This is an optimization exercise on Yosys and OpenROAD, whose aim is small area, a short achievable clock period and few clock cycles, not a production implementation. The RTL was checked by simulation tests, not by an equivalence proof against the original design.

Setup of v11:
==> flow/design.v <==
module cpu(clk, reset, read_data, datapath_out, mem_cmd, mem_addr);
  input clk, reset;
  input [15:0] read_data;
  output [15:0] datapath_out;
  output reg [1:0] mem_cmd;
  output reg [8:0] mem_addr;
  reg [15:0] R [0:7];
  reg [15:0] w1;        
  reg [2:0]  w1b;       
  reg        v1;        
  reg [15:0] ir;
  reg        wd;        
  reg [2:0]  wn;        
  reg        mo;        
  reg        irv;       
  reg [15:0] A, B;
  reg [8:0]  ma;
  reg        mab;       
  reg        inflight;  
  reg        ldwb;      
  reg [2:0]  ld_rd;
  reg        halted;
  reg [8:0]  pc;        
  wire [2:0] opcode = ir[15:13];
  wire [1:0] op     = ir[12:11];
  wire [1:0] sh     = ir[4:3];
  wire is_ldr = opcode == 3'b011;
  wire is_str = opcode == 3'b100;
  wire is_hlt = opcode == 3'b111;
  wire exec   = irv & ~ldwb & ~halted & ~(mab & (is_ldr | is_str));
  wire memop  = mo;
  reg [15:0] sb;
  always_comb begin
    case (sh)
      2'b00: sb = B;
      2'b01: sb = {B[14:0], 1'b0};
      2'b10: sb = {1'b0, B[15:1]};
      default: sb = {B[15], B[15:1]};
    endcase
  end
  wire [15:0] sum;
  pfx_add #(16) add16 (.a(A), .b(sb), .s(sum));
  reg [15:0] res;
  always_comb begin
    if (opcode == 3'b110)
      res = (op == 2'b10) ? {{8{ir[7]}}, ir[7:0]} : sb;
    else
      case (op)
        2'b00:   res = sum;
        2'b10:   res = A & sb;
        default: res = ~sb;
      endcase
  end
  wire       wr   = wd;
  wire [2:0] wnum = wn;
  wire        wx    = exec & wr;
  wire        we    = ldwb | wx;
  wire [2:0]  waddr = ldwb ? ld_rd : wnum;
  wire [15:0] wdata = ldwb ? read_data : res;
  always_ff @(posedge clk) begin
    if (we) R[waddr] <= wdata;
  end
  wire adv  = ~irv | exec;    
  wire take = ~v1 | adv;      
  wire stall_n;
  wire fetch = ~memop & ~halted & ~stall_n & ~(pc[8] & (inflight | v1 | irv));
  assign datapath_out = B;
  always_comb begin
    if (memop) begin
      mem_cmd  = is_str ? 2'b10 : 2'b01;
      mem_addr = ma;
    end else begin
      mem_cmd  = fetch ? 2'b01 : 2'b00;
      mem_addr = pc;
    end
  end
  wire [2:0] sela = w1[10:8];
  wire [2:0] selb = w1b;
  wire hitxa = wx & (wnum == sela);
  assign stall_n = v1 & inflight & hitxa & (w1[15:13] == 3'b011 || w1[15:13] == 3'b100);
  wire hitxb = wx & (wnum == selb);
  wire hitla = ldwb & (ld_rd == sela);
  wire hitlb = ldwb & (ld_rd == selb);
  wire [7:0] oha = 8'b1 << sela;
  wire [7:0] ohb = 8'b1 << selb;
  reg [15:0] ra, rb;
  integer k;
  always_comb begin
    ra = 16'b0;
    rb = 16'b0;
    for (k = 0; k < 8; k = k + 1) begin
      ra = ra | ({16{oha[k]}} & R[k]);
      rb = rb | ({16{ohb[k]}} & R[k]);
    end
  end
  wire [8:0] ma_r;
  pfx_add #(9) addr_r (.a(ra[8:0]), .b({{4{w1[4]}}, w1[4:0]}), .s(ma_r));
  wire [2:0] irb = (ir[14] | ir[13]) ? ir[2:0] : ir[7:5];
  wire hla = ldwb & (ld_rd == ir[10:8]);
  wire hlb = ldwb & (ld_rd == irb);
  wire [8:0] ma_h;
  pfx_add #(9) addr_h (.a(hla ? read_data[8:0] : A[8:0]), .b({{4{ir[4]}}, ir[4:0]}), .s(ma_h));
  always_ff @(posedge clk) begin
    if (adv) begin
      ir  <= w1;
      wd  <= (w1[15:13] == 3'b110 && (w1[12:11] == 2'b10 || w1[12:11] == 2'b00)) ||
             (w1[15:13] == 3'b101 && w1[12:11] != 2'b01);
      wn  <= (w1[15:13] == 3'b110 && w1[12:11] == 2'b10) ? w1[10:8] : w1[7:5];
      A   <= hitxa ? res : (hitla ? read_data : ra);
      B   <= hitxb ? res : (hitlb ? read_data : rb);
      ma  <= ma_r;
      mab <= hitxa | hitla;
    end else begin
      if (hla) A <= read_data;
      if (hlb) B <= read_data;
      if (hla | mab) ma <= ma_h;
      mab <= 1'b0;
    end
    if (take) begin
      w1  <= read_data;
      w1b <= (read_data[14] | read_data[13]) ? read_data[2:0] : read_data[7:5];
    end
    ld_rd <= wnum;
  end
  always_ff @(posedge clk) begin
    if (reset) begin
      pc       <= 9'd0;
      v1       <= 1'b0;
      irv      <= 1'b0;
      inflight <= 1'b0;
      ldwb     <= 1'b0;
      halted   <= 1'b0;
      mo       <= 1'b0;
    end else begin
      mo <= (adv ? v1 : irv) & ~(memop & is_ldr) & ~(halted | (exec & is_hlt)) &
            ~(adv & (hitxa | hitla)) &
            (adv ? (w1[15:13] == 3'b011 || w1[15:13] == 3'b100) : (is_ldr | is_str));
      if (fetch) pc <= pc + 9'd1;
      inflight <= fetch;
      if (take) v1 <= inflight;
      if (adv) irv <= v1;
      ldwb <= memop & is_ldr;
      if (exec & is_hlt) halted <= 1'b1;
    end
  end
endmodule
module pfx_add #(parameter W = 16) (a, b, s);
  input  [W-1:0] a, b;
  output [W-1:0] s;
  parameter L = 4;  
  wire [W-1:0] g [0:L];
  wire [W-1:0] p [0:L];
  assign g[0] = a & b;
  assign p[0] = a ^ b;
  genvar k, i;
  generate
    for (k = 0; k < L; k = k + 1) begin : lvl
      for (i = 0; i < W; i = i + 1) begin : bit_
        if (i >= (1 << k)) begin : c
          assign g[k+1][i] = g[k][i] | (p[k][i] & g[k][i-(1<<k)]);
          assign p[k+1][i] = p[k][i] & p[k][i-(1<<k)];
        end else begin : n
          assign g[k+1][i] = g[k][i];
          assign p[k+1][i] = p[k][i];
        end
      end
    end
  endgenerate
  assign s = p[0] ^ {g[L][W-2:0], 1'b0};
endmodule
==> flow/config.mk <==
export PLATFORM = sky130hd
export DESIGN_NAME = cpu
export DESIGN_NICKNAME = cpu
export VERILOG_FILES = /design/flow/design.v
export SDC_FILE = /design/flow/constraint.sdc
export NUM_CORES = 4
export LEC_CHECK = 0
export ABC_AREA = 1
export CAP_MARGIN = 20
export CORE_MARGIN = 2
export CORE_UTILIZATION = 40
export CTS_CLUSTER_DIAMETER = 150
export CTS_CLUSTER_SIZE = 22
export SETUP_SLACK_MARGIN = 2.5
export SLEW_MARGIN = 20
==> flow/constraint.sdc <==
create_clock -name core_clock -period 6.0 [get_ports {clk}]
set_input_delay 1.2000 -clock core_clock [delete_from_list [all_inputs] [get_ports {clk}]]
set_output_delay 1.2000 -clock core_clock [all_outputs]
set_load 0.01 [all_outputs]
run.sh (not shown) runs the stock make flow with config.mk's settings and CLKGATE_MAP_FILE= SYNTH_SCRIPT=/design/flow/synth_recipe.tcl, a recipe that flattens the netlist after the stock synthesis.
Testbench counts of v11, summed over its fixed seeds: cycles 9,896.
Inputs modified between v11 and v53:
Settings: CTS_CLUSTER_DIAMETER no longer set, was 150; ABC_AREA no longer set, was 1; CTS_CLUSTER_SIZE no longer set, was 22.
Notes after the runs:
Compared with v11, in v53 vertical extent of the die moved down, layout-stage area growth over the synthesis result moved up.
v53 ends up with a first-iteration DRC count that is 18% lower than in v11.
Setup slack in v53 is smaller than in v11.
v53 vs v11, number of instances in the synthesized netlist went down by about 30%.
The starting density of the core of v53 exceeds that of v11 by 0.29 points.
Looking at instance count on the critical path across v11 and v53, the one that comes out lower is v53.
Number of placement rows down 1 in v53 wrt v11
Per the comparison of v53 with v11, final area increased 510 sq um; worst hold slack decreased 0.029 ns.
Relative to v53, the following input files were edited for v47:
Settings: an added ABC_AREA of 1; an added CTS_CLUSTER_DIAMETER of 150; a change of SETUP_SLACK_MARGIN from 2.5 to 3.1; an added CTS_CLUSTER_SIZE of 22.
--- outcome ---
v47 finished end to end and its layout was clean on timing, DRC and antenna.
Looking only at wire length of the first global-routing pass, and setting everything else aside, the higher value of v47 and v53 goes to v47.
Between v47 and v53, the cell depth of the worst flop-to-flop path is lower for v53.
v47 against v53: post-synthesis instance area grew by 210 sq um, share of cell area taken by multi-input logic gates decreased by 2.6 points relative to the old numbers, final instance count without filler cells +604.
The inputs of v17 differ from those of v47 as listed below.
Settings: a change of SETUP_SLACK_MARGIN from 3.1 to 2.8.
==> summary.txt <==
- Summary of v17 over v47: worst hold path cell count grew by 2; footprint of the multi-input gates shrank by 9.8%; count of mapped cells out of synthesis held steady.
- Relative to v47, the reg-to-reg setup timing slack of v17 is lower by 0.02 ns.
- Between v17 and v47, the number of sinks driven by the clock tree figures differ only marginally.
- Looking at the reports, v17 completed the entire flow and the layout it produced met the timing, DRC and antenna checks.

==> what the ideal ports hide <==
In the flow no input, the clock included, has a driving cell. The finished layouts below were timed again as built, in two steps.
Step 1, drivers: a clkbuf_16 drives clk and a buf_2 each remaining input, both assumed.
Step 2 also shifts input and output timing later by t, the mid clock arrival at the registers, as if the neighbouring blocks saw the same clock.
Three values: ideal, step 1, step 2; two values: the first two.
run | t (ns) | setup slack, ns | clock arrival spread, ns
v11 | 0.539 | 2.579 / 2.541 / 2.111 | 0.034 / 0.034
v53 | 0.571 | 2.504 / 2.504 / 2.177 | 0.013 / 0.013
v47 | 0.536 | 2.896 / 2.844 / 2.585 | 0.034 / 0.034
v17 | 0.540 | 2.842 / 2.792 / 2.326 | 0.032 / 0.033
After both steps every run listed still meets setup and hold. For v17, which loses most, drivers alone change the setup slack by -0.050 ns; drivers and shift together by -0.516 ns.
